Background: an optimization exercise with open tools, aiming at small area and a short achievable clock period. Do not read the settings as production practice.
RTL that was checked went through simulation tests only; none was proved equivalent to the original.
Function not checked in runs 1 and 2: the RTL went through the layout flow alone.
The clock cells of runs 3 to 8 come from the design's own scripts or RTL, not from TritonCTS.
The clock port is modelled as an ideal driver, which makes a skipped or thinned clock tree look cheaper than it is; a real chip needs a root buffer or a tree.
No activity file was given, so power comes from the tool's default toggle rates.

==> flow/design.v <==
module UART_TX_CTRL (
    input  wire       CLK,
    input  wire       rst,
    input  wire       send,
    input  wire [7:0] data,      
    output wire       ready,
    output wire       tail,      
    output wire       UART_TX
);
localparam [1:0] RDY  = 2'b01,
                 LOAD = 2'b10,
                 SEND = 2'b11;
reg        tx_bit;
reg  [1:0] tx_state;
reg  [3:0] index;
reg  [3:0] tx_tmr;
wire       bit_done = (tx_tmr == 4'd15);
always @(posedge CLK) begin
    if (rst)
        tx_state <= RDY;
    else
    case (tx_state)
        RDY:
            if (send)
                tx_state <= LOAD;
        LOAD:
            tx_state <= SEND;
        SEND:
            if (bit_done)
                tx_state <= (index == 4'd10) ? RDY : LOAD;
        default:
            tx_state <= RDY;
    endcase
end
always @(posedge CLK) begin
    if (rst || tx_state == RDY)
        tx_tmr <= 4'd0;
    else
        tx_tmr <= tx_tmr ^ {&tx_tmr[2:0], &tx_tmr[1:0], tx_tmr[0], 1'b1};
end
always @(posedge CLK) begin
    if (rst || tx_state == RDY)
        index <= 4'd0;
    else if (tx_state == LOAD)
        index <= index ^ {&index[2:0], &index[1:0], index[0], 1'b1};
end
reg frame_bit;
always @(*) begin
    case (index)
        4'd0: frame_bit = 1'b0;
        4'd1: frame_bit = data[0];
        4'd2: frame_bit = data[1];
        4'd3: frame_bit = data[2];
        4'd4: frame_bit = data[3];
        4'd5: frame_bit = data[4];
        4'd6: frame_bit = data[5];
        4'd7: frame_bit = data[6];
        4'd8: frame_bit = data[7];
        default: frame_bit = 1'b1;
    endcase
end
always @(posedge CLK) begin
    if (rst || tx_state == RDY)
        tx_bit <= 1'b1;
    else if (tx_state == LOAD)
        tx_bit <= frame_bit;
end
assign UART_TX = tx_bit;
assign ready   = (tx_state == RDY);
assign tail    = index[3] & (index[1] | index[0]);
endmodule
module UART_RX_CTRL (
    input  wire       CLK,
    input  wire       rst,
    input  wire       UART_RX,
    output reg  [7:0] recv_data,
    output wire       vald_data,
    output wire       vald_next    
);
localparam [2:0] WAIT_START  = 3'b001,
                 STORE_START = 3'b010,
                 STORE_DATA  = 3'b011,
                 STORE_STOP  = 3'b100,
                 STORE_LAST  = 3'b101;
reg  [2:0] rx_reg;
reg  [2:0] rx_state;
reg  [3:0] rx_tmr;
reg  [2:0] bit_count;
wire startbit_detected = rx_state[0] & rx_reg[2] & ~rx_reg[1];
wire sample_point      = (rx_tmr == 4'd0);
always @(posedge CLK) begin
    if (rst)
        rx_reg <= 3'd0;
    else
        rx_reg <= {rx_reg[1:0], UART_RX};
end
always @(posedge CLK) begin
    if (rst || startbit_detected)
        rx_tmr <= 4'd0;
    else
        rx_tmr <= rx_tmr ^ {&rx_tmr[2:0], &rx_tmr[1:0], rx_tmr[0], 1'b1};
end
always @(posedge CLK) begin
    if (rst) begin
        rx_state  <= WAIT_START;
        bit_count <= 3'd0;
    end
    else
    case (rx_state)
        WAIT_START:
            if (startbit_detected) begin
                rx_state  <= STORE_START;
                bit_count <= 3'd0;
            end
        STORE_START:
            if (sample_point)
                rx_state <= rx_reg[1] ? WAIT_START : STORE_DATA;
        STORE_DATA:
            if (sample_point) begin
                recv_data <= {rx_reg[1], recv_data[7:1]};
                if (bit_count == 3'd7)
                    rx_state <= STORE_STOP;
                else
                    bit_count <= bit_count ^ {&bit_count[1:0], bit_count[0], 1'b1};
            end
        STORE_STOP:
            if (sample_point)
                rx_state <= rx_reg[1] ? STORE_LAST : WAIT_START;
        default:
            rx_state <= WAIT_START;
    endcase
end
assign vald_data = (rx_state == STORE_LAST);
assign vald_next = !rst && (rx_state == STORE_STOP) && sample_point && rx_reg[1];
endmodule
module FIFO (
    input  wire       CLK,
    input  wire       rst,
    input  wire       w_enable,
    input  wire       r_enable,
    input  wire       allow,
    input  wire [7:0] w_data,
    output reg  [7:0] cur,
    output reg        nempty,    
    output reg        full,      
    output reg        nempty_d,  
    output reg        full_d
);
reg  [8:0] count;
reg        one;      
reg  [4:0] ph;
reg  [7:0] w_buf;
reg        w_pend;
reg  [7:0] w_addr;
reg  [7:0] r_addr;
reg        cur_ok;   
reg        hit;
reg        flush;
wire [7:0] wsel;
wire [7:0] tap [0:7];
function [7:0] inc8;
    input [7:0] x;
    inc8 = x ^ {&x[6:0], &x[5:0], &x[4:0], &x[3:0], &x[2:0], &x[1:0], x[0], 1'b1};
endfunction
always @(posedge CLK) begin
    if (rst)
        ph <= 5'd0;
    else
        ph <= ph ^ {&ph[3:0], &ph[2:0], &ph[1:0], ph[0], 1'b1};
end
genvar l, b;
generate
    for (l = 0; l < 8; l = l + 1) begin : lane
        for (b = 0; b < 8; b = b + 1) begin : bits
            reg [31:0] ring;
            always @(posedge CLK)
                ring <= {ring[30:0], wsel[l] ? w_buf[b] : ring[31]};
            assign tap[l][b] = ring[31];
        end
        assign wsel[l] = flush && (w_addr[2:0] == l);
    end
endgenerate
always @(posedge CLK) begin
    if (rst)
        flush <= 1'b0;
    else
        flush <= w_pend && !flush && (ph == w_addr[7:3]);
end
always @(posedge CLK) begin
    if (w_enable)
        w_buf <= w_data;
end
always @(posedge CLK) begin
    if (rst) begin
        w_pend <= 1'b0;
        w_addr <= 8'd0;
    end
    else if (w_enable)
        w_pend <= 1'b1;
    else if (flush) begin
        w_pend <= 1'b0;
        w_addr <= inc8(w_addr);
    end
end
always @(posedge CLK) begin
    if (rst)
        r_addr <= 8'd0;
    else if (r_enable)
        r_addr <= inc8(r_addr);
end
wire want = allow && !cur_ok && nempty;
always @(posedge CLK) begin
    if (rst) begin
        cur_ok <= 1'b0;
        hit    <= 1'b0;
    end
    else begin
        hit <= want && !one && (ph == r_addr[7:3]);
        if (r_enable)
            cur_ok <= 1'b0;
        else if ((want && one) || hit)
            cur_ok <= 1'b1;
    end
end
always @(posedge CLK) begin
    if ((r_enable || want) && one)
        cur <= w_buf;
    else if (hit)
        cur <= tap[r_addr[2:0]];
end
always @(*) begin
    nempty_d = nempty;
    full_d   = full;
    if (rst) begin
        nempty_d = 1'b0;
        full_d   = 1'b0;
    end
    else if (w_enable && !r_enable) begin
        nempty_d = 1'b1;
        full_d   = (count == 9'd255);
    end
    else if (r_enable && !w_enable) begin
        nempty_d = !one;
        full_d   = 1'b0;
    end
end
always @(posedge CLK) begin
    nempty <= nempty_d;
    full   <= full_d;
    if (rst) begin
        count  <= 9'd0;
        one    <= 1'b0;
    end
    else if (w_enable && !r_enable) begin
        count  <= count ^ {&count[7:0], &count[6:0], &count[5:0], &count[4:0], &count[3:0], &count[2:0], &count[1:0], count[0], 1'b1};
        one    <= !nempty;
    end
    else if (r_enable && !w_enable) begin
        count  <= count ^ {~|count[7:0], ~|count[6:0], ~|count[5:0], ~|count[4:0], ~|count[3:0], ~|count[2:0], ~|count[1:0], ~count[0], 1'b1};
        one    <= (count == 9'd2);
    end
end
endmodule
module UART (
    input  wire CLK,        
    input  wire rst,        
    input  wire btn_0,      
    output wire UART_TX,    
    input  wire UART_RX     
);
localparam [1:0] WAIT_ACTI = 2'd0,
                 SEND_CHAR = 2'd1,
                 RDY       = 2'd2,
                 WAIT_RDY  = 2'd3;
localparam       BTN       = 1'b0,
                 PARROT    = 1'b1;
reg  [1:0] uart_state;
reg  [3:0] str_idx;
reg        send_mode;
reg        send_char;
reg  [7:0] btn_char;
wire       ready;
wire       tail;
wire [7:0] recv_data;
wire       vald_data;
wire [7:0] cur;
wire       nempty;
wire       full;
wire       vald_next;
wire       nempty_d;
wire       full_d;
reg        w_enable;
reg        r_enable;
wire       acti_d = (uart_state == WAIT_ACTI && !r_enable && !btn_0) ||
                    (uart_state == WAIT_RDY && ready && (send_mode == PARROT || str_idx == 4'd8));
always @(posedge CLK) begin
    w_enable <= vald_next && !full_d;
    r_enable <= !rst && acti_d && nempty_d;
end
always @(*) begin
    case (str_idx[2:0])
        3'd1: btn_char = 8'h02;  
        3'd2: btn_char = 8'h41;  
        3'd3: btn_char = 8'h52;  
        3'd4: btn_char = 8'h54;  
        3'd5: btn_char = 8'h59;  
        3'd6: btn_char = 8'h0D;  
        3'd7: btn_char = 8'h0A;  
        default: btn_char = 8'h03;  
    endcase
end
UART_TX_CTRL uart_tx_ctrl (
    .CLK(CLK),
    .rst(rst),
    .send(send_char),
    .data(send_mode == PARROT ? cur : btn_char),
    .ready(ready),
    .tail(tail),
    .UART_TX(UART_TX)
);
UART_RX_CTRL uart_rx_ctrl (
    .CLK(CLK),
    .rst(rst),
    .UART_RX(UART_RX),
    .recv_data(recv_data),
    .vald_data(vald_data),
    .vald_next(vald_next)
);
FIFO fifo (
    .CLK(CLK),
    .rst(rst),
    .w_enable(w_enable),
    .r_enable(r_enable),
    .allow(uart_state == WAIT_ACTI || send_mode == BTN || tail),
    .w_data(recv_data),
    .cur(cur),
    .nempty(nempty),
    .full(full),
    .nempty_d(nempty_d),
    .full_d(full_d)
);
always @(posedge CLK) begin
    if (rst) begin
        uart_state <= WAIT_ACTI;
        send_mode  <= BTN;
    end
    else
    case (uart_state)
        WAIT_ACTI:
            if (r_enable) begin
                uart_state <= SEND_CHAR;
                send_mode  <= PARROT;
            end
            else if (btn_0) begin
                uart_state <= SEND_CHAR;
                send_mode  <= BTN;
            end
        SEND_CHAR:
            uart_state <= RDY;
        RDY:
            uart_state <= WAIT_RDY;
        WAIT_RDY:
            if (ready) begin
                if (send_mode == PARROT || str_idx == 4'd8)
                    uart_state <= WAIT_ACTI;
                else
                    uart_state <= SEND_CHAR;
            end
    endcase
end
always @(posedge CLK) begin
    if (rst || uart_state == WAIT_ACTI)
        str_idx <= 4'd0;
    else if (uart_state == SEND_CHAR)
        str_idx <= str_idx ^ {&str_idx[2:0], &str_idx[1:0], str_idx[0], 1'b1};
end
always @(posedge CLK) begin
    if (rst)
        send_char <= 1'b0;
    else
        send_char <= (uart_state == SEND_CHAR);
end
endmodule
==> flow/flow/run.sh <==
#!/bin/bash
# The standard layout flow (standard synthesis unchanged), with
#  - a buf_4 on each port instead of the default port buffer,
#  - clock-tree sink clusters of up to 30 flip-flops, no dummy loads,
#  - the clock tree above the leaf buffers rebuilt as two levels of
#    inverters (post_cts.tcl, retree.tcl): the clock port drives four
#    inv_16, each driving three inv_16 that drive the leaf buffers,
#  - timing repair aiming at a setup slack of SETUP_MARGIN ns.
set -uo pipefail
F=$(pwd)/flow
SETUP_MARGIN=${SETUP_MARGIN:-7.2}
export FANOUTS="4 3"
export CELLS="sky130_fd_sc_hd__inv_16 sky130_fd_sc_hd__inv_16"
export LEAFCELL=sky130_fd_sc_hd__clkbuf_16
bash standard.sh \
  BUFFER_PORTS_ARGS="-buffer_cell sky130_fd_sc_hd__buf_4" \
  CTS_ARGS="-sink_clustering_enable -repair_clock_nets -sink_clustering_size 30 -sink_clustering_max_diameter 100 -dont_use_dummy_load" \
  SKIP_CTS_REPAIR_TIMING=1 POST_CTS_TCL=$F/post_cts.tcl \
  SETUP_SLACK_MARGIN=$SETUP_MARGIN \
  finish > standard.log 2>&1
==> flow/flow/post_cts.tcl <==
# Runs inside ORFS's CTS step (POST_CTS_TCL), after clock_tree_synthesis
# and with the CTS step's own timing repair skipped: rebuild the clock tree
# above the leaf buffers as two levels of inverters (retree.tcl), then
# repair timing and legalise as the CTS step would have.
source [file dirname [info script]]/retree.tcl
estimate_parasitics -placement
report_clock_skew
repair_timing_helper
detailed_placement
check_placement -verbose
estimate_parasitics -placement
report_clock_skew
report_checks -path_delay max -group_path_count 5 -format end
report_checks -path_delay min -group_path_count 5 -format end
==> flow/flow/retree.tcl <==
set block [ord::get_db_block]
set db [ord::get_db]
set clknet [$block findNet CLK]
proc outterm {inst} { foreach it [$inst getITerms] { if {[$it isOutputSignal]} { return $it } } }
proc interm {inst} { foreach it [$inst getITerms] { if {[$it isInputSignal]} { return $it } } }
proc center {inst} { set b [$inst getBBox]; return [list [expr {([$b xMin]+[$b xMax])/2}] [expr {([$b yMin]+[$b yMax])/2}]] }
# collect the CTS tree: every cell on the clock net's fan-out down to the
# cells that drive flip-flops (leaves)
set tree {}
set leaves {}
set front [list $clknet]
while {[llength $front]} {
  set next {}
  foreach n $front {
    foreach it [$n getITerms] {
      if {![$it isInputSignal]} continue
      set inst [$it getInst]
      set m [[$inst getMaster] getName]
      if {![string match "*clkbuf*" $m] && ![string match "*clkinv*" $m]} continue
      set on [[outterm $inst] getNet]
      set isleaf 1
      foreach it2 [$on getITerms] {
        if {[$it2 isInputSignal] && [string match "*clkbuf*" [[[$it2 getInst] getMaster] getName]]} { set isleaf 0 }
      }
      if {$isleaf} { lappend leaves $inst } else { lappend tree $inst; lappend next $on }
    }
  }
  set front $next
}
puts "tree cells [llength $tree], leaves [llength $leaves]"
foreach t $tree {
  set n [[outterm $t] getNet]
  odb::dbInst_destroy $t
  if {$n ne "NULL" && $n ne ""} { odb::dbNet_destroy $n }
}
# replace leaf cells
set lmaster [$db findMaster $::env(LEAFCELL)]
set items {}
set k 0
foreach l $leaves {
  set on [[outterm $l] getNet]
  set loc [$l getLocation]
  odb::dbInst_destroy $l
  set ni [odb::dbInst_create $block $lmaster "clkleaf_$k"]
  $ni setLocation [lindex $loc 0] [lindex $loc 1]
  $ni setPlacementStatus PLACED
  [outterm $ni] connect $on
  lappend items [concat [list $ni] [center $ni]]
  incr k
}
# split a list of {inst x y} into k groups along the longer axis
proc split_pts {pts k} {
  if {$k <= 1} { return [list $pts] }
  set xs {}; set ys {}
  foreach p $pts { lappend xs [lindex $p 1]; lappend ys [lindex $p 2] }
  set xs [lsort -integer $xs]; set ys [lsort -integer $ys]
  set dx [expr {[lindex $xs end] - [lindex $xs 0]}]; set dy [expr {[lindex $ys end] - [lindex $ys 0]}]
  set idx [expr {$dx >= $dy ? 1 : 2}]
  set pts [lsort -integer -index $idx $pts]
  # split into two halves proportional to k, recursively
  set k1 [expr {$k / 2}]; set k2 [expr {$k - $k1}]
  set n1 [expr {int(round(double([llength $pts]) * $k1 / $k))}]
  return [concat [split_pts [lrange $pts 0 [expr {$n1-1}]] $k1] [split_pts [lrange $pts $n1 end] $k2]]
}
set fanouts $::env(FANOUTS)
set cells $::env(CELLS)
set cnt 0
# build bottom-up: groups of items at the lowest level first needs the
# whole partition, so build top-down recursively
proc build {pts level parentnet} {
  global fanouts cells db block cnt
  if {$level >= [llength $fanouts]} {
    foreach p $pts { [interm [lindex $p 0]] connect $parentnet }
    return
  }
  set groups [split_pts $pts [lindex $fanouts $level]]
  set m [$db findMaster [lindex $cells $level]]
  foreach g $groups {
    if {[llength $g] == 0} continue
    set sx 0; set sy 0
    foreach p $g { set sx [expr {$sx + [lindex $p 1]}]; set sy [expr {$sy + [lindex $p 2]}] }
    set cx [expr {$sx / [llength $g]}]; set cy [expr {$sy / [llength $g]}]
    set inst [odb::dbInst_create $block $m "clktree_${level}_$cnt"]
    set net [odb::dbNet_create $block "clktree_net_${level}_$cnt"]
    incr cnt
    $inst setLocation $cx $cy
    $inst setPlacementStatus PLACED
    $net setSigType CLOCK
    [interm $inst] connect $parentnet
    [outterm $inst] connect $net
    build $g [expr {$level+1}] $net
  }
}
build $items 0 $clknet
puts "built [expr {$cnt}] tree cells"
global_connect
==> flow/standard.sh <==
#!/bin/bash
# synth_recipe.tcl (not shown) runs the flow's synth.tcl, then flattens the netlist and writes it again
# the make line also repeats each setting of config.mk as NAME=value (left out here)
make -C /OpenROAD-flow-scripts/flow DESIGN_CONFIG=/design/flow/config.mk WORK_HOME=/design/flow/orfs CLKGATE_MAP_FILE= SYNTH_SCRIPT=/design/flow/synth_recipe.tcl "${@:-finish}"
==> flow/config.mk <==
export PLATFORM = sky130hd
export DESIGN_NAME = UART
export DESIGN_NICKNAME = UART
export VERILOG_FILES = /design/flow/design.v
export SDC_FILE = /design/flow/constraint.sdc
export NUM_CORES = 4
export LEC_CHECK = 0
export CAP_MARGIN = 20
export CORE_MARGIN = 2
export CORE_UTILIZATION = 65
export SLEW_MARGIN = 20
==> flow/constraint.sdc <==
create_clock -name core_clock -period 10.0 [get_ports {CLK}]
set_input_delay 2.0000 -clock core_clock [delete_from_list [all_inputs] [get_ports {CLK}]]
set_output_delay 2.0000 -clock core_clock [all_outputs]
set_load 0.01 [all_outputs]
==> impl_metrics.toml, run 1 <==
[status]
status = "did not finish"
stop_stage = "clock tree synthesis (4_1_cts)"
tool.error = "Error: cts.tcl, 90 can't read \"fanouts\": no such variable"

[place]
gp_routability_congestion = 0.829
pre_cts_ws_ns = 6.61
portBuffers = 4
dp_hpwl_um = 34500
dpl_cell_area_um2 = 48000

[floorplanning]
die_x_um = 273
initial_core_util_pct = 65.7
io_pins = 5
die_h_um = 273
num_rows = 98

[yosys]
ys.flop_type = "dfxtp_1"
post_synth.cell_area_avg_um2 = 17.6
ys_ff_latch = 2143
syn_inst = 2665
synth_edf_count = 24
synth_nets = 2711
async_reset_ff_share_pct = 0
yosysTopAreaCell = "dfxtp_1"
yosysWarningCount = 4
synth_top_area_share_pct = 90.4
yosys-top-cells-area = "dfxtp_1 90%, mux2_2 2.0%, edfxtp_1 1.5%"
ys_seq_area_share_pct = 91.9
netlist_area_um2 = 46900
yosys.cell_types.count = 62

[clock_tree]
clkSinkCount = 2143
==> kinds of logic after synthesis <==
logic type | Yosys count | share of synthesized area [%]
flops | 2143 | 91.9
simple gates | 187 | 2.14
compound gates | 112 | 1.67
mux | 88 | 2.10
buf+inv | 65 | 0.549
fa+ha+maj | 42 | 1.12
xor+xnor | 28 | 0.522
==> synth_stat cells (4+ instances only) <==
cell and number:
nor3_1 19, a21o_1 6, a31oi_1 12, a221oi_1 8, xnor2_1 14, nand4_1 6, and3_1 4, inv_1 30
buf_1 6, a222oi_1 7, dfxtp_1 2119, o21ai_0 12, clkbuf_1 23, ha_1 42, nand2_1 24, nor2_1 50
nand3_1 10, mux2i_1 5, a211oi_1 4, a22oi_1 6, edfxtp_1 24, and2_1 5, nor2b_1 14, nor4_1 6
a21oi_1 26, nor3b_1 8, nand2b_1 15, buf_2 4, o211ai_1 4, and3b_1 4, xor2_1 14, mux2_2 83
a22o_1 5
==> how the worst max path moves through the flow <==
stage	from	end	slack (ns)	cells after the start
after floorplan	rst	uart_rx_ctrl.recv_data[0]$_DFFE_PP_	7.03	2
after global placement	rst	uart_rx_ctrl.recv_data[2]$_DFFE_PP_	6.67	2
after detailed placement	rst	uart_rx_ctrl.recv_data[4]$_DFFE_PP_	6.61	2
==> power groups by stage <==
stage | clock, mW | combinational [mW] | sequential [mW]
2_1_floorplan | 0 | 0.0880 | 8.77
3_5_place_dp | 0 | 0.103 | 8.78
3_3_place_gp | 0 | 0.0948 | 8.78
==> stage by stage <==
step	cells	util, %
2_1_floorplan	2665	-
3_3_place_gp	3584	67.2
3_5_place_dp	3584	67.2
==> inputs of run 2 (changes only) <==
--- a/flow/flow/run.sh
+++ b/flow/flow/run.sh
@@ -8,7 +8,7 @@
 #  - timing repair aiming at a setup slack of SETUP_MARGIN ns.
 set -uo pipefail
 F=$(pwd)/flow
-SETUP_MARGIN=${SETUP_MARGIN:-7.2}
+SETUP_MARGIN=${SETUP_MARGIN:-0}
 export FANOUTS="4 3"
 export CELLS="sky130_fd_sc_hd__inv_16 sky130_fd_sc_hd__inv_16"
 export LEAFCELL=sky130_fd_sc_hd__clkbuf_16
==> run 2 against run 1 <==
Against the previous run:
- the run again fails in clock tree synthesis (4_1_cts)
- synthesized cell count stayed put
- synthesized area stayed put
==> impl_metrics.toml, run 2 <==
[yosys]
synth_edf_count = 24
ys_ff_latch = 2143
async_reset_ff_share_pct = 0
synth_nets = 2711
netlist_area_um2 = 46900
ys.flop_type = "dfxtp_1"
syn_inst = 2665
synth_common_cells = "2119 x dfxtp_1, 83 x mux2_2, 50 x nor2_1"
yosys.cell_types.count = 62
yosys-top-cells-area = "dfxtp_1 90%, mux2_2 2.0%, edfxtp_1 1.5%"
yosysWarningCount = 4
synth_most_common_cell = "dfxtp_1"
post_synth.cell_area_avg_um2 = 17.6
synth_top_area_share_pct = 90.4
yosysTopAreaCell = "dfxtp_1"
ys_seq_area_share_pct = 91.9

[status]
status = "did not finish"
tool.error = "Error: cts.tcl, 90 can't read \"fanouts\": no such variable"
stop_stage = "clock tree synthesis (4_1_cts)"

[floorplanning]
die_h_um = 273
io_pins = 5
die_x_um = 273
num_rows = 98
initial_core_util_pct = 65.7

[place]
dpl_cell_area_um2 = 48000
portBuffers = 4
gp_routability_congestion = 0.820
pre_cts_ws_ns = 6.73
dp_hpwl_um = 34400
dp.cells = 3585

[clock_tree]
clkSinkCount = 2143
run 2: cell counts after synthesis:
Identical to the previous run, type by type.
run 2: kinds of logic after synthesis:
| family | after synthesis | share of synthesized area [%] |
|---|---|---|
| mux | 88 | 2.10 |
| xor+xnor | 28 | 0.522 |
| compound gates | 112 | 1.67 |
| buf+inv | 65 | 0.549 |
| fa+ha+maj | 42 | 1.12 |
| flops | 2143 | 91.9 |
| simple gates | 187 | 2.14 |
run 2: worst max path at each step:
stage               from                                   to  cells past startpoint
floorplan            rst  uart_rx_ctrl.recv_data[0]$_DFFE_PP_                      2
global placement     rst     uart_tx_ctrl.tx_bit$_SDFFE_PP1P_                      4
detailed placement   rst     uart_tx_ctrl.tx_bit$_SDFFE_PP1P_                      4
run 2: power groups by stage:
stage / combinational, mW / sequential [mW] / clock, mW
after floorplan: 0.0858 / 8.77 / 0
after global placement: 0.0937 / 8.78 / 0
after detailed placement: 0.0996 / 8.78 / 0
==> inputs of run 3 (changes only) <==
--- a/flow/design.v
+++ b/flow/design.v
@@ -146,22 +146,27 @@
     output reg        nempty_d,  
     output reg        full_d
 );
-reg  [8:0] count;
 reg        one;      
 reg  [4:0] ph;
 reg  [7:0] w_buf;
 reg        w_pend;
-reg  [7:0] w_addr;
-reg  [7:0] r_addr;
+reg  [7:0] w_addr;   
+reg  [7:0] r_addr;   
 reg        cur_ok;   
 reg        hit;
 reg        flush;
 wire [7:0] wsel;
 wire [7:0] tap [0:7];
+wire [7:0] w_next;
+wire [7:0] r_next;
+wire [7:0] w_next2;
 function [7:0] inc8;
     input [7:0] x;
     inc8 = x ^ {&x[6:0], &x[5:0], &x[4:0], &x[3:0], &x[2:0], &x[1:0], x[0], 1'b1};
 endfunction
+assign w_next  = inc8(w_addr);
+assign r_next  = inc8(r_addr);
+assign w_next2 = {w_addr[7:1] ^ {&w_addr[6:1], &w_addr[5:1], &w_addr[4:1], &w_addr[3:1], &w_addr[2:1], w_addr[1], 1'b1}, w_addr[0]};
 always @(posedge CLK) begin
     if (rst)
         ph <= 5'd0;
@@ -195,18 +200,18 @@
         w_pend <= 1'b0;
         w_addr <= 8'd0;
     end
-    else if (w_enable)
+    else if (w_enable) begin
         w_pend <= 1'b1;
-    else if (flush) begin
-        w_pend <= 1'b0;
-        w_addr <= inc8(w_addr);
+        w_addr <= w_next;
     end
+    else if (flush)
+        w_pend <= 1'b0;
 end
 always @(posedge CLK) begin
     if (rst)
-        r_addr <= 8'd0;
+        r_addr <= 8'd1;
     else if (r_enable)
-        r_addr <= inc8(r_addr);
+        r_addr <= r_next;
 end
 wire want = allow && !cur_ok && nempty;
 always @(posedge CLK) begin
@@ -237,7 +242,7 @@
     end
     else if (w_enable && !r_enable) begin
         nempty_d = 1'b1;
-        full_d   = (count == 9'd255);
+        full_d   = (w_next2 == r_addr);
     end
     else if (r_enable && !w_enable) begin
         nempty_d = !one;
@@ -247,18 +252,12 @@
 always @(posedge CLK) begin
     nempty <= nempty_d;
     full   <= full_d;
-    if (rst) begin
-        count  <= 9'd0;
-        one    <= 1'b0;
-    end
-    else if (w_enable && !r_enable) begin
-        count  <= count ^ {&count[7:0], &count[6:0], &count[5:0], &count[4:0], &count[3:0], &count[2:0], &count[1:0], count[0], 1'b1};
-        one    <= !nempty;
-    end
-    else if (r_enable && !w_enable) begin
-        count  <= count ^ {~|count[7:0], ~|count[6:0], ~|count[5:0], ~|count[4:0], ~|count[3:0], ~|count[2:0], ~|count[1:0], ~count[0], 1'b1};
-        one    <= (count == 9'd2);
-    end
+    if (rst)
+        one <= 1'b0;
+    else if (w_enable && !r_enable)
+        one <= !nempty;
+    else if (r_enable && !w_enable)
+        one <= (r_next == w_addr);
 end
 endmodule
 module UART (
--- a/flow/flow/retree.tcl
+++ b/flow/flow/retree.tcl
@@ -62,27 +62,28 @@
   set n1 [expr {int(round(double([llength $pts]) * $k1 / $k))}]
   return [concat [split_pts [lrange $pts 0 [expr {$n1-1}]] $k1] [split_pts [lrange $pts $n1 end] $k2]]
 }
-set fanouts $::env(FANOUTS)
-set cells $::env(CELLS)
-set cnt 0
+set ::rt_fanouts $::env(FANOUTS)
+set ::rt_cells $::env(CELLS)
+set ::rt_cnt 0
+set ::rt_db $db
+set ::rt_block $block
 # build bottom-up: groups of items at the lowest level first needs the
 # whole partition, so build top-down recursively
 proc build {pts level parentnet} {
-  global fanouts cells db block cnt
-  if {$level >= [llength $fanouts]} {
+  if {$level >= [llength $::rt_fanouts]} {
     foreach p $pts { [interm [lindex $p 0]] connect $parentnet }
     return
   }
-  set groups [split_pts $pts [lindex $fanouts $level]]
-  set m [$db findMaster [lindex $cells $level]]
+  set groups [split_pts $pts [lindex $::rt_fanouts $level]]
+  set m [$::rt_db findMaster [lindex $::rt_cells $level]]
   foreach g $groups {
     if {[llength $g] == 0} continue
     set sx 0; set sy 0
     foreach p $g { set sx [expr {$sx + [lindex $p 1]}]; set sy [expr {$sy + [lindex $p 2]}] }
     set cx [expr {$sx / [llength $g]}]; set cy [expr {$sy / [llength $g]}]
-    set inst [odb::dbInst_create $block $m "clktree_${level}_$cnt"]
-    set net [odb::dbNet_create $block "clktree_net_${level}_$cnt"]
-    incr cnt
+    set inst [odb::dbInst_create $::rt_block $m "clktree_${level}_$::rt_cnt"]
+    set net [odb::dbNet_create $::rt_block "clktree_net_${level}_$::rt_cnt"]
+    incr ::rt_cnt
     $inst setLocation $cx $cy
     $inst setPlacementStatus PLACED
     $net setSigType CLOCK
@@ -92,5 +93,5 @@
   }
 }
 build $items 0 $clknet
-puts "built [expr {$cnt}] tree cells"
+puts "built $::rt_cnt tree cells"
 global_connect
==> run 3 against run 2 <==
Against the previous run:
- now clean on timing, DRC and antenna
- synthesized area decreased by 0.76%
- synthesized cell count down 1.6%
==> impl_metrics.toml, run 3 <==
[grt]
grt_max_degree = 56
grt_pass1_vias = 16200
antenna_found_initial = 8
grt_pass1_wl_um = 88200
grt_overflow = 0
grt_usage_pct = 15.4

[detailed_routing]
route.detailed.drc = 0
routedWlPerCell_um = 15.4
top_layer = "met4"
routed-via-count = 16600
finalWirelength_um = 56200
ant_nets = 0
drtIter0Drc = 801
dr.pass1.iters = 5
wl_met1_um = 28600
route.met2.wl_um = 23600
wl_met3_um = 2400
viasPerCell = 4.57

[place]
portBuffers = 4
dp_hpwl_um = 34300
pre_cts_ws_ns = 6.36
gp_routability_congestion = 0.808

[setup_path]
r2r-start = "fifo.r_addr[2]$_SDFFE_PP0P_"
cpLargestDelayFamily = "simple AND/OR/NAND/NOR gates"
crit_slowest_cell = "nor3_1"
crit_path_end_kind = "register"
crit_arrival_ns = 3.21
r2r-end = "fifo.cur[1]$_DFFE_PP_"
crit_path_start = "rst"
cp-start-kind = "input pin"
crit_chain = "buf_4 > nor3_1"
worstPathMaxFanout = 55
worst-path-buf-inv = 1
critPathKind = "in -> reg"
r2r_setup_slack_ns = 7.20
critPathRequiredTime_ns = 9.97
cp_slowest_stage_delay_ns = 0.90
crit_cells = 2
reg2reg_depth = 7
crit_end = "uart_rx_ctrl.recv_data[0]$_DFFE_PP_"

[layout]
multiInputGateArea_um2 = 3380
drive_gt1_share_pct = 6.41
seqCellArea_um2 = 43000
n_fill_cell = 4615
area_growth_pct = 6.87
layout_common_cells = "2110 x dfxtp_1, 75 x mux2_2, 72 x clkbuf_16, 60 x nor2_1, 45 x ha_1"
fin_nets = 2734
largest_reg_flops = 2048
top_register = "fifo.lane.bits.ring"
final_common_cell = "dfxtp_1"

[yosys]
synth_most_common_cell = "dfxtp_1"
synthAdderAreaFrac_pct = 1.21
syn_inst = 2623
ys_seq_area_share_pct = 92.2
synth_compound_area_share_pct = 1.40
synth_edf_count = 24
synth_common_cells = "2110 x dfxtp_1, 75 x mux2_2, 60 x nor2_1"
yosysWarningCount = 4
ys_ff_latch = 2134
synth.area.mux_share_pct = 1.98
yosys.cell_types.count = 60
synth_top_family_by_area = "multiplexers"
post_synth.cell_area_avg_um2 = 17.8
netlist_area_um2 = 46600
synth-xor-area-share_pct = 0.884
ys.flop_type = "dfxtp_1"
synth_nets = 2672
synthSimpleGateAreaFrac_pct = 1.77
yosys-top-cells-area = "dfxtp_1 91%, mux2_2 1.8%, edfxtp_1 1.5%"
yosysTopAreaCell = "dfxtp_1"
async_reset_ff_share_pct = 0
synth_top_area_share_pct = 90.7

[power]
leakage_nw = 19.8
vdd_drop_max_v = 0.000236
power_density_nw_per_um2 = 249

[floorplanning]
num_rows = 98
io_pins = 5
die_h_um = 272
die_area_um2 = 73800
initial_core_util_pct = 65.4
core_um2 = 71200
die_x_um = 272

[timing]
finalSetupTns_ns = 0
whs_ns = 0.257
tightest_slew_ns = 1.02
min_period_over_period_pct = 32.3
fin_skew_ns = 0.0558
fin_ws_ns = 6.77
hold_violations = 0
setup_viol_count_final = 0
max-slew-margin-rel_pct = 31.7
rsz0062_at_grt = "false"
min_period_ns = 3.23
clock.fmax_mhz = 309
drv_slew = 0

[hold_path]
hold_depth = 0
hp-class = "reg -> reg"

[clock_tree]
clkSinkCount = 2134
clk_pin_slew_ns = 0.10
clock_latency_ns = 0.32

[status]
status = "timing/DRC/antenna clean"

[run]
cap_violations = 0
==> run 3: cell types whose count changed after synthesis, sizes merged, moves of 5 or more <==
cell / delta
nand2: +5
nor2: +10
inv: -6
dfxtp: -9
a221oi: +6
xnor2: +14
nor3: -9
nand2b: -8
xor2: +5
mux2: -8
==> run 3: cell type report <==
cell class | instances | area share (%)
sequential | 2134 | 86.3
multi-input combinational | 433 | 6.78
buffer | 72 | 3.62
tap | 950 | 2.39
inverter | 40 | 0.824
timing repair buffer | 4 | 0.0603
antenna | 7 | 0.0352
==> run 3: power breakdown <==
| group | leakage (nW) | switching (mW) | internal [mW] |
|---|---|---|---|
| Combinational | 1.52 | 0.0600 | 0.0409 |
| Clock | 1.04 | 2.34 | 1.42 |
| Sequential | 17.2 | 0.0187 | 8.52 |
==> run 3: per-layer routing <==
metal | up-vias | track usage, %
li1 | 8387 | -
met1 | 7913 | 22.9
met2 | 219 | 22.9
met3 | 99 | 3.17
met4 | 0 | 4.99
met5 | - | 0
==> run 3: worst min path at each step <==
stage / startpoint / endpoint / slack (ns)
3_5_place_dp: fifo.lane[1].bits[3].ring[2]$_DFF_P_ / fifo.lane[1].bits[3].ring[3]$_DFF_P_ / 0.31
6_report: fifo.lane[6].bits[4].ring[7]$_DFF_P_ / fifo.lane[6].bits[4].ring[8]$_DFF_P_ / 0.26
5_1_grt: fifo.lane[6].bits[4].ring[7]$_DFF_P_ / fifo.lane[6].bits[4].ring[8]$_DFF_P_ / 0.24
3_3_place_gp: fifo.lane[5].bits[6].ring[11]$_DFF_P_ / fifo.lane[5].bits[6].ring[12]$_DFF_P_ / 0.31
2_1_floorplan: fifo.lane[0].bits[0].ring[9]$_DFF_P_ / fifo.lane[0].bits[0].ring[10]$_DFF_P_ / 0.31
==> run 3: cells by family after synthesis <==
| kind of cell | Yosys count |
|---|---|
| flip-flops | 2134 |
| AND/OR/NAND/NOR | 165 |
| AO/OA/AOI/OAI | 93 |
| multiplexers | 83 |
| buffers and inverters | 56 |
| XOR/XNOR | 47 |
| adder cells (fa/ha/maj) | 45 |
==> run 3: through the flow <==
step	utilization [%]	std cells	cell area, um^2	power (mW)
2_1_floorplan	-	2623	46600	8.81
3_3_place_gp	66.9	3545	47600	8.83
3_5_place_dp	66.9	3545	47600	8.84
5_1_grt	69.9	3633	49800	12.8
6_report	69.9	3640	49800	12.4
==> inputs of run 4 (changes only) <==
--- a/flow/flow/run.sh
+++ b/flow/flow/run.sh
@@ -8,7 +8,7 @@
 #  - timing repair aiming at a setup slack of SETUP_MARGIN ns.
 set -uo pipefail
 F=$(pwd)/flow
-SETUP_MARGIN=${SETUP_MARGIN:-0}
+SETUP_MARGIN=${SETUP_MARGIN:-7.2}
 export FANOUTS="4 3"
 export CELLS="sky130_fd_sc_hd__inv_16 sky130_fd_sc_hd__inv_16"
 export LEAFCELL=sky130_fd_sc_hd__clkbuf_16
==> run 4 against run 3 <==
Against the previous run:
- setup slack better by 0.43 ns
- sequential cell count did not move
- utilization about the same
- highest routed layer unchanged
==> impl_metrics.toml, run 4 <==
[layout]
n_fill_cell = 4608
layout_common_cells = "2108 x dfxtp_1, 75 x mux2_2, 72 x clkbuf_16, 60 x nor2_1, 45 x ha_1"
area_growth_pct = 6.91
final_area_um2 = 49800
largest_reg_flops = 2048
final_common_cell = "dfxtp_1"
fin_nets = 2735
top_register = "fifo.lane.bits.ring"
drive_gt1_share_pct = 6.56

[power]
leakage_nw = 19.8
vdd_drop_max_v = 0.000196
power_density_nw_per_um2 = 249

[timing]
drv_slew = 0
min_period_over_period_pct = 28.0
fin_skew_ns = 0.0427
rsz0062_at_grt = "true"
tightest_slew_ns = 0.751
setup_viol_count_final = 0
max-slew-margin-rel_pct = 49.8
hold_violations = 0
clock.fmax_mhz = 357
min_period_ns = 2.80
finalSetupTns_ns = 0

[setup_path]
worst-path-buf-inv = 1
critPathRequiredTime_ns = 8.00
cp_slowest_stage_delay_ns = 0.34
crit_path_end_kind = "output port"
worstPathMaxFanout = 2
critPathKind = "reg -> out"
cpLargestDelayFamily = "flip-flops"
cp-start-kind = "register"
crit_arrival_ns = 0.80
crit_slowest_cell = "dfxtp_2"
crit_chain = "buf_6"

[floorplanning]
num_rows = 98
io_pins = 5
die_area_um2 = 73800
die_h_um = 272
core_um2 = 71200
die_x_um = 272
initial_core_util_pct = 65.4

[yosys]
post_synth.cell_area_avg_um2 = 17.8
synth_most_common_cell = "dfxtp_1"
syn_inst = 2623
synth_nets = 2672
ys_ff_latch = 2134
async_reset_ff_share_pct = 0
yosysTopAreaCell = "dfxtp_1"
synth_edf_count = 24
synth_common_cells = "2110 x dfxtp_1, 75 x mux2_2, 60 x nor2_1"
yosys.cell_types.count = 60
synth_top_area_share_pct = 90.7
yosysWarningCount = 4
ys_seq_area_share_pct = 92.2
yosys-top-cells-area = "dfxtp_1 91%, mux2_2 1.8%, edfxtp_1 1.5%"
ys.flop_type = "dfxtp_1"
netlist_area_um2 = 46600

[grt]
grt_usage_pct = 15.3
grt_pass1_vias = 16400
antenna_found_initial = 7
grt_pass1_wl_um = 88100
grt_max_degree = 56
grt_overflow = 0

[detailed_routing]
viasPerCell = 4.58
dr.pass1.iters = 7
ant_nets = 0
drtIter0Drc = 887
routedWlPerCell_um = 15.4
route.detailed.drc = 0
routed-via-count = 16600
finalWirelength_um = 56100

[place]
dpl_cell_area_um2 = 47700
gp_routability_congestion = 0.789
dp_hpwl_um = 33600
portBuffers = 4

[clock_tree]
clock_latency_ns = 0.33
clkSinkCount = 2134
clk_pin_slew_ns = 0.11

[run]
cap_violations = 0

[status]
status = "timing/DRC/antenna clean"

[hold_path]
hp-class = "reg -> reg"
## run 4: changes by cell type in the layout (fill, tap and decap cells not counted)
cell,previous run,this run
buf_4,4,3
buf_6,0,2
dfxtp_1,2110,2108
dfxtp_2,0,2
diode_2,7,3
nor3_1,10,9
nor3_4,0,1
## run 4: path summary, 6_finish.rpt
check,start,to,slack [ns],cells past startpoint
worst max-delay path,uart_tx_ctrl.tx_bit$_SDFFE_PP1P_,UART_TX,7.20,1
worst min-delay path,fifo.lane[6].bits[3].ring[12]$_DFF_P_,fifo.lane[6].bits[3].ring[13]$_DFF_P_,0.28,0
worst max register to register,fifo.r_addr[2]$_SDFFE_PP0P_,fifo.cur[1]$_DFFE_PP_,7.45,7
worst min register to register,fifo.lane[6].bits[3].ring[12]$_DFF_P_,fifo.lane[6].bits[3].ring[13]$_DFF_P_,0.28,0
## run 4: cell type report
| type | count | area [um^2] | share of cell area (%) |
|---|---|---|---|
| multi-input combinational | 433 | 3390 | 6.80 |
| antenna | 3 | 7.51 | 0.0151 |
| buffer | 72 | 1800 | 3.62 |
| inverter | 40 | 410 | 0.824 |
| timing repair buffer | 5 | 45.0 | 0.0904 |
| sequential | 2134 | 43000 | 86.3 |
| tap | 950 | 1190 | 2.39 |
## run 4: cells by family after synthesis
family	share of synthesized area [%]
adders and majority gates	1.21
muxes	1.98
xor gates and xnor gates	0.884
and+or+nand+nor	1.77
DFF	92.2
buffers and inverters	0.532
AOI/OAI and AO/OA	1.40
## run 4: report_power, final
part / internal, mW / total, mW / switching, mW
registers: 8.52 / 8.54 / 0.0186
logic: 0.0418 / 0.100 / 0.0583
clock network: 1.42 / 3.76 / 2.34
## run 4: stage by stage
stage               power (mW)  instances  utilization [%]  hold slack, ns  setup slack [ns]
finish                    12.4       3637             69.9           0.276              7.20
detailed placement        8.84       3545             66.9           0.312              6.76
floorplan                 8.81       2623                -           0.310              7.12
global placement          8.83       3545             66.9           0.310              6.78
global route              12.8       3634             69.9           0.288              7.16
## run 4: layer usage
metal | global-route usage [%] | share of wire (%)
met3 | 2.91 | 3.4
met2 | 23.3 | 42
met4 | 4.38 | 2.4
met1 | 22.7 | 52
met5 | 0 | 0
==> inputs of run 5 (changes only) <==
==> flow/flow/run.sh (replaced) <==
#!/bin/bash
# The standard layout flow (standard synthesis unchanged), with
#  - a buf_4 on each port instead of the default port buffer,
#  - clock-tree sink clusters of up to 40 flip-flops, no dummy loads,
#  - the clock tree rebuilt as four levels of inv_16 (post_cts.tcl,
#    retree.tcl): the leaf clusters of the CTS tree are kept, each now
#    driven by an inv_16; above them the clock port drives four inv_16,
#    each driving two, each driving two that drive the leaves,
#  - timing repair aiming at a setup slack of SETUP_MARGIN ns.
set -uo pipefail
F=$(pwd)/flow
SETUP_MARGIN=${SETUP_MARGIN:-7.2}
export FANOUTS="4 2 2"
export CELLS="sky130_fd_sc_hd__inv_16 sky130_fd_sc_hd__inv_16 sky130_fd_sc_hd__inv_16"
export LEAFCELL=sky130_fd_sc_hd__inv_16
bash standard.sh \
  BUFFER_PORTS_ARGS="-buffer_cell sky130_fd_sc_hd__buf_4" \
  CTS_ARGS="-sink_clustering_enable -repair_clock_nets -sink_clustering_size 40 -sink_clustering_max_diameter 70 -dont_use_dummy_load" \
  SKIP_CTS_REPAIR_TIMING=1 POST_CTS_TCL=$F/post_cts.tcl \
  SETUP_SLACK_MARGIN=$SETUP_MARGIN \
  finish > standard.log 2>&1
==> run 5 against run 4 <==
Against the previous run:
- largest power group unchanged
- critical endpoint unchanged
- fmax increased by 1.3%
- total power shrank 2.1%
- sequential cell count unchanged
- critical path depth is the same
==> impl_metrics.toml, run 5 <==
[timing]
setup_viol_count_final = 0
fin_ws_ns = 7.24
rsz0062_at_grt = "true"
fin_skew_ns = 0.0583
finalSetupTns_ns = 0
whs_ns = 0.255
min_period_ns = 2.76
min_period_over_period_pct = 27.6
drv_slew = 0
clock.fmax_mhz = 362
tightest_slew_ns = 0.754
hold_violations = 0
max-slew-margin-rel_pct = 49.7

[place]
pre_cts_ws_ns = 6.76
dpl_cell_area_um2 = 47700
portBuffers = 4
gp_routability_congestion = 0.789
dp_hpwl_um = 33600

[power]
pwr-share-comb_pct = 0.8
leakage_nw = 19.6
p_int_mw = 9.17
switching_power_mw = 2.98
pwr-share-clk_pct = 28.9
power_frac_seq_pct = 70.3
vdd_drop_max_v = 0.000190
total_power_mw = 12.1
p_sw_share_pct = 24.6
power_density_nw_per_um2 = 246

[setup_path]
critPathKind = "reg -> out"
crit_chain = "buf_4"
cpLargestDelayFamily = "flip-flops"
worst-path-buf-inv = 1
cp_slowest_stage_delay_ns = 0.32
cp-start-kind = "register"
critPathRequiredTime_ns = 8.00
r2r_setup_slack_ns = 7.45
crit_path_end_kind = "output port"
crit_arrival_ns = 0.76
crit_slowest_cell = "dfxtp_2"
worstPathMaxFanout = 2

[yosys]
ys_seq_area_share_pct = 92.2
ys_ff_latch = 2134
async_reset_ff_share_pct = 0
ys.flop_type = "dfxtp_1"
synth_common_cells = "2110 x dfxtp_1, 75 x mux2_2, 60 x nor2_1"
yosysWarningCount = 4
syn_inst = 2623
synth_top_area_share_pct = 90.7
yosys.cell_types.count = 60
yosysTopAreaCell = "dfxtp_1"
synth_nets = 2672
synth_edf_count = 24
post_synth.cell_area_avg_um2 = 17.8
netlist_area_um2 = 46600
yosys-top-cells-area = "dfxtp_1 91%, mux2_2 1.8%, edfxtp_1 1.5%"
synth_most_common_cell = "dfxtp_1"

[layout]
largest_reg_flops = 2048
final_common_cell = "dfxtp_1"
area_growth_pct = 6.00
final_area_um2 = 49400
fin_nets = 2732
top_register = "fifo.lane.bits.ring"
layout_common_cells = "2108 x dfxtp_1, 85 x inv_16, 75 x mux2_2, 60 x nor2_1, 45 x ha_1"
drive_gt1_share_pct = 6.45

[hold_path]
hp-class = "reg -> reg"

[run]
cap_violations = 0

[clock_tree]
clk_pin_slew_ns = 0.11
clkSinkCount = 2134
clock_latency_ns = 0.33

[detailed_routing]
routedWlPerCell_um = 15.2
viasPerCell = 4.56
drtIter0Drc = 943
finalWirelength_um = 55300
ant_nets = 0
dr.pass1.iters = 6
routed-via-count = 16600
route.detailed.drc = 0

[floorplanning]
io_pins = 5
core_um2 = 71200
die_h_um = 272
die_x_um = 272
num_rows = 98
initial_core_util_pct = 65.4
die_area_um2 = 73800

[grt]
grt_pass1_wl_um = 86900
antenna_found_initial = 6
grt_max_degree = 56
grt_pass1_vias = 16100
grt_usage_pct = 15.1
grt_overflow = 0

[status]
status = "timing/DRC/antenna clean"
-- run 5: cell types whose count changed in the layout (fill, tap and decap cells not counted), sizes merged --
| cell | previous run | this run |
|---|---|---|
| clkbuf | 72 | 0 |
| inv | 40 | 109 |
| diode | 3 | 2 |
-- run 5: cells by family after synthesis --
| family | count (synthesis) | synth area share, % |
|---|---|---|
| AOI/OAI and AO/OA | 93 | 1.40 |
| xor gates and xnor gates | 47 | 0.884 |
| adders and majority gates | 45 | 1.21 |
| buffers and inverters | 56 | 0.532 |
| DFF | 2134 | 92.2 |
| muxes | 83 | 1.98 |
| and+or+nand+nor | 165 | 1.77 |
-- run 5: stage by stage --
step           cells  util, %
3_3_place_gp    3545     66.9
2_1_floorplan   2623        -
3_5_place_dp    3545     66.9
6_report        3633     69.3
5_1_grt         3631     69.3
-- run 5: final timing paths --
kind / start / endpoint / depth (start not counted)
worst max-delay path: uart_tx_ctrl.tx_bit$_SDFFE_PP1P_ / UART_TX / 1
worst min-delay path: fifo.lane[0].bits[7].ring[0]$_DFF_P_ / fifo.lane[0].bits[7].ring[1]$_DFF_P_ / 0
worst max register to register: fifo.r_addr[2]$_SDFFE_PP0P_ / fifo.cur[1]$_DFFE_PP_ / 7
worst min register to register: fifo.lane[0].bits[7].ring[0]$_DFF_P_ / fifo.lane[0].bits[7].ring[1]$_DFF_P_ / 0
-- run 5: area by class of cell --
cell class / instances / area (um^2)
fillers: 4681 / 21900
multi-input cells: 433 / 3390
well taps: 950 / 1190
inverters: 109 / 1790
flip-flops and latches: 2134 / 43000
diodes: 2 / 5.00
repair buffers: 5 / 45.0
-- run 5: power groups by stage --
stage	sequential, mW	clock [mW]	combinational, mW
floorplan	8.73	0	0.0814
global placement	8.74	0	0.0973
detailed placement	8.74	0	0.100
global route	8.55	3.93	0.115
finish	8.54	3.51	0.100
-- run 5: routing by layer --
metal	vias to the layer above	GRT usage, %	wire length, um
met4	0	5.03	1490
met5	-	0	0
li1	8400	-	-
met3	107	2.28	1690
met2	181	22.7	23300
met1	7868	22.8	28800
==> inputs of run 6 (changes only) <==
--- a/flow/design.v
+++ b/flow/design.v
@@ -160,18 +160,22 @@
 wire [7:0] w_next;
 wire [7:0] r_next;
 wire [7:0] w_next2;
-function [7:0] inc8;
+function [7:0] step8;
     input [7:0] x;
-    inc8 = x ^ {&x[6:0], &x[5:0], &x[4:0], &x[3:0], &x[2:0], &x[1:0], x[0], 1'b1};
+    step8 = {x[6:0], x[7] ^ x[5] ^ x[4] ^ x[3] ^ ~|x[6:0]};
 endfunction
-assign w_next  = inc8(w_addr);
-assign r_next  = inc8(r_addr);
-assign w_next2 = {w_addr[7:1] ^ {&w_addr[6:1], &w_addr[5:1], &w_addr[4:1], &w_addr[3:1], &w_addr[2:1], w_addr[1], 1'b1}, w_addr[0]};
+function [4:0] step5;
+    input [4:0] x;
+    step5 = {x[3:0], x[4] ^ x[2] ^ ~|x[3:0]};
+endfunction
+assign w_next  = step8(w_addr);
+assign r_next  = step8(r_addr);
+assign w_next2 = step8(w_next);
 always @(posedge CLK) begin
     if (rst)
         ph <= 5'd0;
     else
-        ph <= ph ^ {&ph[3:0], &ph[2:0], &ph[1:0], ph[0], 1'b1};
+        ph <= step5(ph);
 end
 genvar l, b;
 generate
@@ -209,7 +213,7 @@
 end
 always @(posedge CLK) begin
     if (rst)
-        r_addr <= 8'd1;
+        r_addr <= 8'd1;    
     else if (r_enable)
         r_addr <= r_next;
 end
--- a/flow/flow/post_cts.tcl
+++ b/flow/flow/post_cts.tcl
@@ -1,6 +1,6 @@
 # Runs inside ORFS's CTS step (POST_CTS_TCL), after clock_tree_synthesis
 # and with the CTS step's own timing repair skipped: rebuild the clock tree
-# above the leaf buffers as two levels of inverters (retree.tcl), then
+# as a tree of inverters (retree.tcl), then
 # repair timing and legalise as the CTS step would have.
 source [file dirname [info script]]/retree.tcl
 estimate_parasitics -placement
==> run 6 against run 5 <==
Against the previous run:
- still clean
- synthesized cell count rose by 0.42%
- clock power barely moved
- sequential power barely moved
- routed wire length rose by 2.6%
- clock skew rose by 0.0086 ns
- total power rose by 0.32%
- via count barely moved
- fmax fell by 0.45%
- die area barely moved
- cell count barely moved
- design area barely moved
- worst hold slack improved by 0.021 ns
==> impl_metrics.toml, run 6 <==
[setup_path]
crit_arrival_ns = 2.94
crit_path_end_kind = "register"
cp_slowest_stage_delay_ns = 0.25
cp-start-kind = "input pin"
crit_path_start = "rst"
crit_slowest_cell = "a211o_1"
worstPathMaxFanout = 62
r2r-start = "uart_tx_ctrl.index[0]$_SDFFE_PP0P_"
crit_chain = "buf_8 > nor3b_2 > nand4_1 > a211o_1 > nor4b_4"
critPathRequiredTime_ns = 10.17
critPathKind = "in -> reg"

[timing]
rsz0062_at_grt = "true"
setup_viol_count_final = 0
fin_skew_ns = 0.0668
drv_slew = 0
hold_violations = 0
min_period_over_period_pct = 27.8
tightest_slew_ns = 0.979
max-slew-margin-rel_pct = 34.6
min_period_ns = 2.78
finalSetupTns_ns = 0
clock.fmax_mhz = 360

[grt]
grt_usage_pct = 15.6
grt_max_degree = 63
grt_pass1_wl_um = 89600
antenna_found_initial = 8
grt_overflow = 0
grt_pass1_vias = 16600

[yosys]
ys_ff_latch = 2134
synth_top_area_share_pct = 90.6
synth_most_common_cell = "dfxtp_1"
post_synth.cell_area_avg_um2 = 17.7
yosysWarningCount = 4
netlist_area_um2 = 46600
yosys-top-cells-area = "dfxtp_1 91%, mux2_2 1.7%, edfxtp_1 1.5%"
async_reset_ff_share_pct = 0
syn_inst = 2634
synth_nets = 2664
yosys.cell_types.count = 60
synth_common_cells = "2110 x dfxtp_1, 69 x mux2_2, 54 x nor2_1"
yosysTopAreaCell = "dfxtp_1"
synth_edf_count = 24
ys.flop_type = "dfxtp_1"
ys_seq_area_share_pct = 92.2

[layout]
final_area_um2 = 49400
largest_reg_flops = 2048
fin_nets = 2715
layout_common_cells = "2109 x dfxtp_1, 85 x inv_16, 69 x mux2_2, 54 x nor2_1, 28 x a21oi_1"
instances_no_fill = 3636
multiInputGateArea_um2 = 3420
area_growth_pct = 6.01
finish.utilization_pct = 69.4
drive_gt1_share_pct = 6.75
top_register = "fifo.lane.bits.ring"
seqCellArea_um2 = 43000
final_common_cell = "dfxtp_1"
n_fill_cell = 4627

[place]
portBuffers = 4
gp_routability_congestion = 0.830
dpl_cell_area_um2 = 47700
dp.cells = 3548
dp_hpwl_um = 33900

[floorplanning]
die_area_um2 = 73900
die_h_um = 272
io_pins = 5
num_rows = 98
core_um2 = 71200
die_x_um = 272
initial_core_util_pct = 65.4

[detailed_routing]
route.detailed.drc = 0
routed-via-count = 16600
ant_nets = 0
viasPerCell = 4.56
dr.pass1.iters = 8
routedWlPerCell_um = 15.6
drtIter0Drc = 991
finalWirelength_um = 56700

[power]
power_density_nw_per_um2 = 247
total_power_mw = 12.2
vdd_drop_max_v = 0.000193
leakage_nw = 19.5

[clock_tree]
clkSinkCount = 2134
clock_latency_ns = 0.33
clk_pin_slew_ns = 0.11

[hold_path]
min_from = "fifo.lane[7].bits[3].ring[22]$_DFF_P_"
hp-class = "reg -> reg"

[status]
status = "timing/DRC/antenna clean"

[run]
cap_violations = 0
-- run 6: worst max-delay path: cells and delay by family --
| kind | cells | cell delay (ns) |
|---|---|---|
| simple gates | 3 | 0.45 |
| compound gates | 1 | 0.25 |
| buf+inv | 1 | 0.19 |
-- run 6: cell families after synthesis --
| group | count (synthesis) | synth area share [%] |
|---|---|---|
| adders and majority gates | 26 | 0.698 |
| buffers and inverters | 60 | 0.534 |
| muxes | 100 | 2.49 |
| xor gates and xnor gates | 36 | 0.706 |
| DFF | 2134 | 92.2 |
| AOI/OAI and AO/OA | 93 | 1.27 |
| and+or+nand+nor | 185 | 2.12 |
-- run 6: final timing paths --
path                                                 to  slack, ns  cells past startpoint
hold reg to reg   fifo.lane[7].bits[3].ring[23]$_DFF_P_       0.28                      0
setup / recovery                       w_enable$_DFF_P_       7.22                      5
hold / removal    fifo.lane[7].bits[3].ring[23]$_DFF_P_       0.28                      0
setup reg to reg                  fifo.cur[2]$_DFFE_PP_       7.44                      6
-- run 6: per-layer routing --
metal | up-vias | GRT usage [%] | share of wire (%)
met5 | - | 0 | 0
met4 | 0 | 4.90 | 2.8
met3 | 95 | 3.15 | 3.6
met2 | 195 | 23.5 | 42
met1 | 7871 | 23.0 | 51
li1 | 8405 | - | -
-- run 6: area by class of cell --
| cell class | instances | area share (%) |
|---|---|---|
| Timing Repair Buffer | 6 | 0.114 |
| Tap cell | 950 | 2.41 |
| Antenna cell | 3 | 0.0152 |
| Inverter | 103 | 3.58 |
| Sequential cell | 2134 | 87.0 |
| Multi-Input combinational cell | 440 | 6.93 |
-- run 6: power by group --
part,internal (mW),total (mW),switching [mW],leakage [nW]
Combinational,0.0445,0.106,0.0613,1.43
Sequential,8.52,8.55,0.0264,17.2
Clock,0.600,3.53,2.93,0.832
-- run 6: metrics by stage --
step           hold WS (ns)  worst slack, ns
5_1_grt               0.271             7.16
3_5_place_dp          0.312             6.71
3_3_place_gp          0.309             6.74
6_report              0.276             7.22
2_1_floorplan         0.310             7.10
==> inputs of run 7 (changes only) <==
--- a/flow/config.mk
+++ b/flow/config.mk
@@ -5,6 +5,7 @@
 export SDC_FILE = /design/flow/constraint.sdc
 export NUM_CORES = 4
 export LEC_CHECK = 0
+export ABC_AREA = 1
 export CAP_MARGIN = 20
 export CORE_MARGIN = 2
 export CORE_UTILIZATION = 65
==> run 7 against run 6 <==
Against the previous run:
- sequential power hardly changed
- fmax is 0.57% higher
- worst hold slack gained 0.032 ns
- critical path depth decreased by 4
- sequential share of layout area grew 0.32 points
- sequential cell count stayed put
- global-route usage up 0.47 points
- synthesized area down 0.59%
- first-iteration DRC count rose by 3.6%
- largest power group unchanged
- critical path type is now reg -> out
- routed wire length up 3.6%
==> impl_metrics.toml, run 7 <==
[floorplanning]
die_h_um = 271
num_rows = 97
initial_core_util_pct = 65.9
io_pins = 5
die_area_um2 = 73400
core_um2 = 70300
die_x_um = 271

[timing]
finalSetupTns_ns = 0
hold_violations = 0
rsz0062_at_grt = "false"
max-slew-margin-rel_pct = 32.5
fin_skew_ns = 0.0560
tightest_slew_ns = 1.01
min_period_ns = 2.76
setup_viol_count_final = 0
whs_ns = 0.308
min_period_over_period_pct = 27.6
clock.fmax_mhz = 362
drv_slew = 0

[layout]
seqCellArea_um2 = 43000
fin_nets = 2922
largest_reg_flops = 2048
area_growth_pct = 6.25
final_area_um2 = 49200
drive_gt1_share_pct = 4.22
n_fill_cell = 4645
top_register = "fifo.lane.bits.ring"
multiInputGateArea_um2 = 2940
layout_common_cells = "2109 x dfxtp_1, 196 x nand2_1, 101 x o21ai_0, 85 x inv_16, 84 x inv_1"
finish.utilization_pct = 70.0
final_common_cell = "dfxtp_1"

[power]
total_power_mw = 12.2
leakage_nw = 19.6
power_density_nw_per_um2 = 248
vdd_drop_max_v = 0.000182

[setup_path]
cpLargestDelayFamily = "flip-flops"
r2r_setup_slack_ns = 7.75
crit_arrival_ns = 0.76
cp-start-kind = "register"
crit_path_end_kind = "output port"
r2r-start = "uart_tx_ctrl.index[0]$_SDFFE_PP0P_"
crit_cells = 1
critPathKind = "reg -> out"
critPathRequiredTime_ns = 8.00
r2r-end = "fifo.cur[5]$_DFFE_PP_"
cp_slowest_stage_delay_ns = 0.34
reg2reg_depth = 7
crit_slowest_cell = "dfxtp_2"
crit_chain = "buf_6"
worst-path-buf-inv = 1
worstPathMaxFanout = 2

[grt]
grt_usage_pct = 16.1
grt_overflow = 0
grt_pass1_wl_um = 91400
grt_pass1_vias = 16800
antenna_found_initial = 8
grt_max_degree = 41

[detailed_routing]
ant_nets = 0
routedWlPerCell_um = 15.3
finalWirelength_um = 58800
dr.pass1.iters = 11
routed-via-count = 17600
route.detailed.drc = 0
viasPerCell = 4.58
drtIter0Drc = 1027

[yosys]
synth_edf_count = 24
synth_nets = 2847
yosys.cell_types.count = 42
ys.flop_type = "dfxtp_1"
syn_inst = 2817
yosysTopAreaCell = "dfxtp_1"
synth_top_area_share_pct = 91.2
synth_most_common_cell = "dfxtp_1"
yosysWarningCount = 4
yosys-top-cells-area = "dfxtp_1 91%, nand2_1 1.6%, edfxtp_1 1.6%"
ys_ff_latch = 2134
post_synth.cell_area_avg_um2 = 16.4
netlist_area_um2 = 46300
async_reset_ff_share_pct = 0
synth_common_cells = "2110 x dfxtp_1, 196 x nand2_1, 101 x o21ai_0"
ys_seq_area_share_pct = 92.7

[clock_tree]
clk_pin_slew_ns = 0.11
clkSinkCount = 2134
clock_latency_ns = 0.33

[status]
status = "timing/DRC/antenna clean"

[hold_path]
hp-class = "reg -> reg"
min_from = "fifo.lane[2].bits[0].ring[26]$_DFF_P_"
hold_depth = 0
hold_path_end = "fifo.lane[2].bits[0].ring[27]$_DFF_P_"

[place]
dpl_cell_area_um2 = 47500
gp_routability_congestion = 0.946
dp_hpwl_um = 36000
portBuffers = 4

[run]
cap_violations = 0
-- run 7: per-stage QoR --
| step | setup WS, ns | std cells |
|---|---|---|
| floorplan | 7.23 | 2817 |
| global placement | 6.60 | 3742 |
| detailed placement | 6.57 | 3742 |
| global route | 7.21 | 3830 |
| finish | 7.24 | 3837 |
-- run 7: logic make-up (layout without fill, tap and decap cells) --
| logic type | after synthesis | after routing | share of synthesized area (%) |
|---|---|---|---|
| DFF | 2134 | 2134 | 92.7 |
| and+or+nand+nor | 343 | 343 | 3.15 |
| AOI/OAI and AO/OA | 190 | 190 | 2.30 |
| buffers and inverters | 116 | 189 | 0.972 |
| adders and majority gates | 26 | 26 | 0.702 |
| xor gates and xnor gates | 8 | 8 | 0.151 |
| other | 0 | 7 | 0 |
-- run 7: final cells by class --
class	count	share of cell area [%]
flip-flops and latches	2134	87.3
multi-input cells	567	5.96
inverters	182	4.20
well taps	940	2.39
repair buffers	6	0.114
diodes	7	0.0356
repair inverters	1	0.0153
-- run 7: layer usage --
layer / GRT usage, % / wire, um / vias to the layer above
met5: 0 / 0 / -
met4: 5.77 / 2080 / 0
met3: 2.96 / 2130 / 122
met2: 23.3 / 24000 / 296
met1: 24.4 / 30600 / 8200
li1: - / - / 8939
-- run 7: power by group --
part,total [mW],internal (mW),switching [mW]
Combinational,0.147,0.0500,0.0972
Clock,3.52,0.600,2.92
Sequential,8.56,8.53,0.0259
Total,12.2,9.18,3.04
-- run 7: worst max path at each step --
stage | from | to | slack [ns]
finish | uart_tx_ctrl.tx_bit$_SDFFE_PP1P_ | UART_TX | 7.24
global route | rst | fifo.flush$_SDFF_PP0_ | 7.21
detailed placement | rst | fifo.flush$_SDFF_PP0_ | 6.57
global placement | rst | str_idx[1]$_SDFFE_PP0P_ | 6.60
floorplan | rst | uart_rx_ctrl.recv_data[0]$_DFFE_PP_ | 7.23
==> inputs of run 8 (changes only) <==
--- a/flow/flow/run.sh
+++ b/flow/flow/run.sh
@@ -9,7 +9,7 @@
 #  - timing repair aiming at a setup slack of SETUP_MARGIN ns.
 set -uo pipefail
 F=$(pwd)/flow
-SETUP_MARGIN=${SETUP_MARGIN:-7.2}
+SETUP_MARGIN=${SETUP_MARGIN:-7.5}
 export FANOUTS="4 2 2"
 export CELLS="sky130_fd_sc_hd__inv_16 sky130_fd_sc_hd__inv_16 sky130_fd_sc_hd__inv_16"
 export LEAFCELL=sky130_fd_sc_hd__inv_16
==> run 8 against run 7 <==
Against the previous run:
- still clean
- clock power about the same
- synthesized area did not move
- routed wire length increased by 4.2%
- via count rose by 0.97%
- design area grew 0.26%
- critical endpoint unchanged
- largest cell class unchanged
==> impl_metrics.toml, run 8 <==
[place]
portBuffers = 4
dpl_cell_area_um2 = 47500
gp_routability_congestion = 0.910
dp.cells = 3742
dp_hpwl_um = 36300
pre_cts_ws_ns = 6.81

[clock_tree]
clk_pin_slew_ns = 0.10
clkSinkCount = 2134
clock_latency_ns = 0.33

[setup_path]
critPathRequiredTime_ns = 8.00
crit_chain = "buf_6"
crit_path_end_kind = "output port"
r2r-start = "uart_tx_ctrl.index[0]$_SDFFE_PP0P_"
critPathKind = "reg -> out"
r2r-end = "fifo.cur[3]$_DFFE_PP_"
reg2reg_depth = 7
cp-start-kind = "register"
cp_slowest_stage_delay_ns = 0.34
cpLargestDelayFamily = "flip-flops"
r2r_setup_slack_ns = 7.73
crit_arrival_ns = 0.75
worstPathMaxFanout = 2
crit_slowest_cell = "dfxtp_2"
crit_path_start = "uart_tx_ctrl.tx_bit$_SDFFE_PP1P_"
worst-path-buf-inv = 1

[yosys]
netlist_area_um2 = 46300
synth_top_area_share_pct = 91.2
synth_common_cells = "2110 x dfxtp_1, 196 x nand2_1, 101 x o21ai_0"
synth_most_common_cell = "dfxtp_1"
yosys.cell_types.count = 42
ys_ff_latch = 2134
yosysWarningCount = 4
async_reset_ff_share_pct = 0
post_synth.cell_area_avg_um2 = 16.4
synth_edf_count = 24
ys_seq_area_share_pct = 92.7
yosysTopAreaCell = "dfxtp_1"
syn_inst = 2817
yosys-top-cells-area = "dfxtp_1 91%, nand2_1 1.6%, edfxtp_1 1.6%"
ys.flop_type = "dfxtp_1"
synth_nets = 2847

[timing]
fin_skew_ns = 0.0580
max-slew-margin-rel_pct = 33.9
finalSetupTns_ns = 0
drv_slew = 0
hold_violations = 0
rsz0062_at_grt = "true"
min_period_ns = 2.75
whs_ns = 0.306
min_period_over_period_pct = 27.5
setup_viol_count_final = 0
clock.fmax_mhz = 363
tightest_slew_ns = 0.990
fin_ws_ns = 7.25

[hold_path]
hp-class = "reg -> reg"
min_from = "fifo.lane[7].bits[3].ring[28]$_DFF_P_"
hold_depth = 0
hold_path_end = "fifo.lane[7].bits[3].ring[29]$_DFF_P_"

[detailed_routing]
drtIter0Drc = 1155
routed-via-count = 17700
dr.pass1.iters = 5
viasPerCell = 4.62
ant_nets = 0
routedWlPerCell_um = 16.0
route.detailed.drc = 0
finalWirelength_um = 61300

[power]
power_density_nw_per_um2 = 249
leakage_nw = 19.7
vdd_drop_max_v = 0.000257

[floorplanning]
die_h_um = 271
die_x_um = 271
core_um2 = 70300
die_area_um2 = 73400
io_pins = 5
num_rows = 97
initial_core_util_pct = 65.9

[layout]
layout_common_cells = "2109 x dfxtp_1, 196 x nand2_1, 98 x o21ai_0, 85 x inv_16, 82 x inv_1"
fin_nets = 2927
seqCellArea_um2 = 43000
drive_gt1_share_pct = 4.66
n_fill_cell = 4426
largest_reg_flops = 2048
area_growth_pct = 6.53
multiInputGateArea_um2 = 2980
top_register = "fifo.lane.bits.ring"
final_area_um2 = 49400
final_common_cell = "dfxtp_1"
instances_no_fill = 3838

[grt]
grt_pass1_vias = 17500
grt_max_degree = 41
grt_overflow = 0
antenna_found_initial = 5
grt_usage_pct = 16.8
grt_pass1_wl_um = 95100

[status]
status = "timing/DRC/antenna clean"

[run]
cap_violations = 0
[run 8: cell counts after synthesis]
No cell type changed its count.
[run 8: how the worst max path moves through the flow]
stage,end,slack [ns],cells after the start
after global routing,UART_TX,7.21,1
after detailed placement,fifo.flush$_SDFF_PP0_,6.81,4
after floorplan,uart_rx_ctrl.recv_data[0]$_DFFE_PP_,7.26,2
after global placement,fifo.flush$_SDFF_PP0_,6.88,4
final,UART_TX,7.25,1
[run 8: layout make-up]
class / instances / area share (%)
repair buffers: 11 / 0.292
inverters: 182 / 4.21
flip-flops and latches: 2134 / 87.1
well taps: 940 / 2.38
diodes: 3 / 0.0152
multi-input cells: 567 / 6.03
repair inverters: 1 / 0.0177
[run 8: per-stage QoR]
| step | power, mW | utilization, % |
|---|---|---|
| 2_1_floorplan | 8.86 | - |
| 3_3_place_gp | 8.89 | 67.6 |
| 3_5_place_dp | 8.90 | 67.6 |
| 5_1_grt | 12.7 | 70.2 |
| 6_report | 12.3 | 70.2 |
[run 8: logic make-up (layout without fill, tap and decap cells)]
logic type      Yosys count  count (layout)  synth area share [%]
flops                  2134            2134                  92.7
compound gates          190             190                  2.30
xor+xnor                  8               8                 0.151
fa+ha+maj                26              26                 0.702
other cells               0               3                     0
buf+inv                 116             194                 0.972
simple gates            343             343                  3.15
[run 8: where the power goes]
part           leakage, nW  switching, mW  internal, mW  total, mW
Combinational         1.62          0.102        0.0603      0.162
Clock                0.832           2.94         0.601       3.54
Sequential            17.2         0.0261          8.53       8.56
Total                 19.7           3.07          9.20       12.3
[run 8: per-layer routing]
layer | global-route usage (%) | part of all wire, % | vias to the layer above
met3 | 2.91 | 3.6 | 124
met2 | 25.3 | 43 | 289
met4 | 6.03 | 3.4 | 0
li1 | - | - | 8950
met1 | 24.6 | 50 | 8364
met5 | 0 | 0 | -

Re-timed with assumed drivers on the ports (clkbuf_16 on the clock, buf_2 on other inputs), run 8 has 7.031 ns of setup slack against 7.248 ns with ideal ports, and 7.108 ns once port delays also move by the mid clock arrival of 0.526 ns.
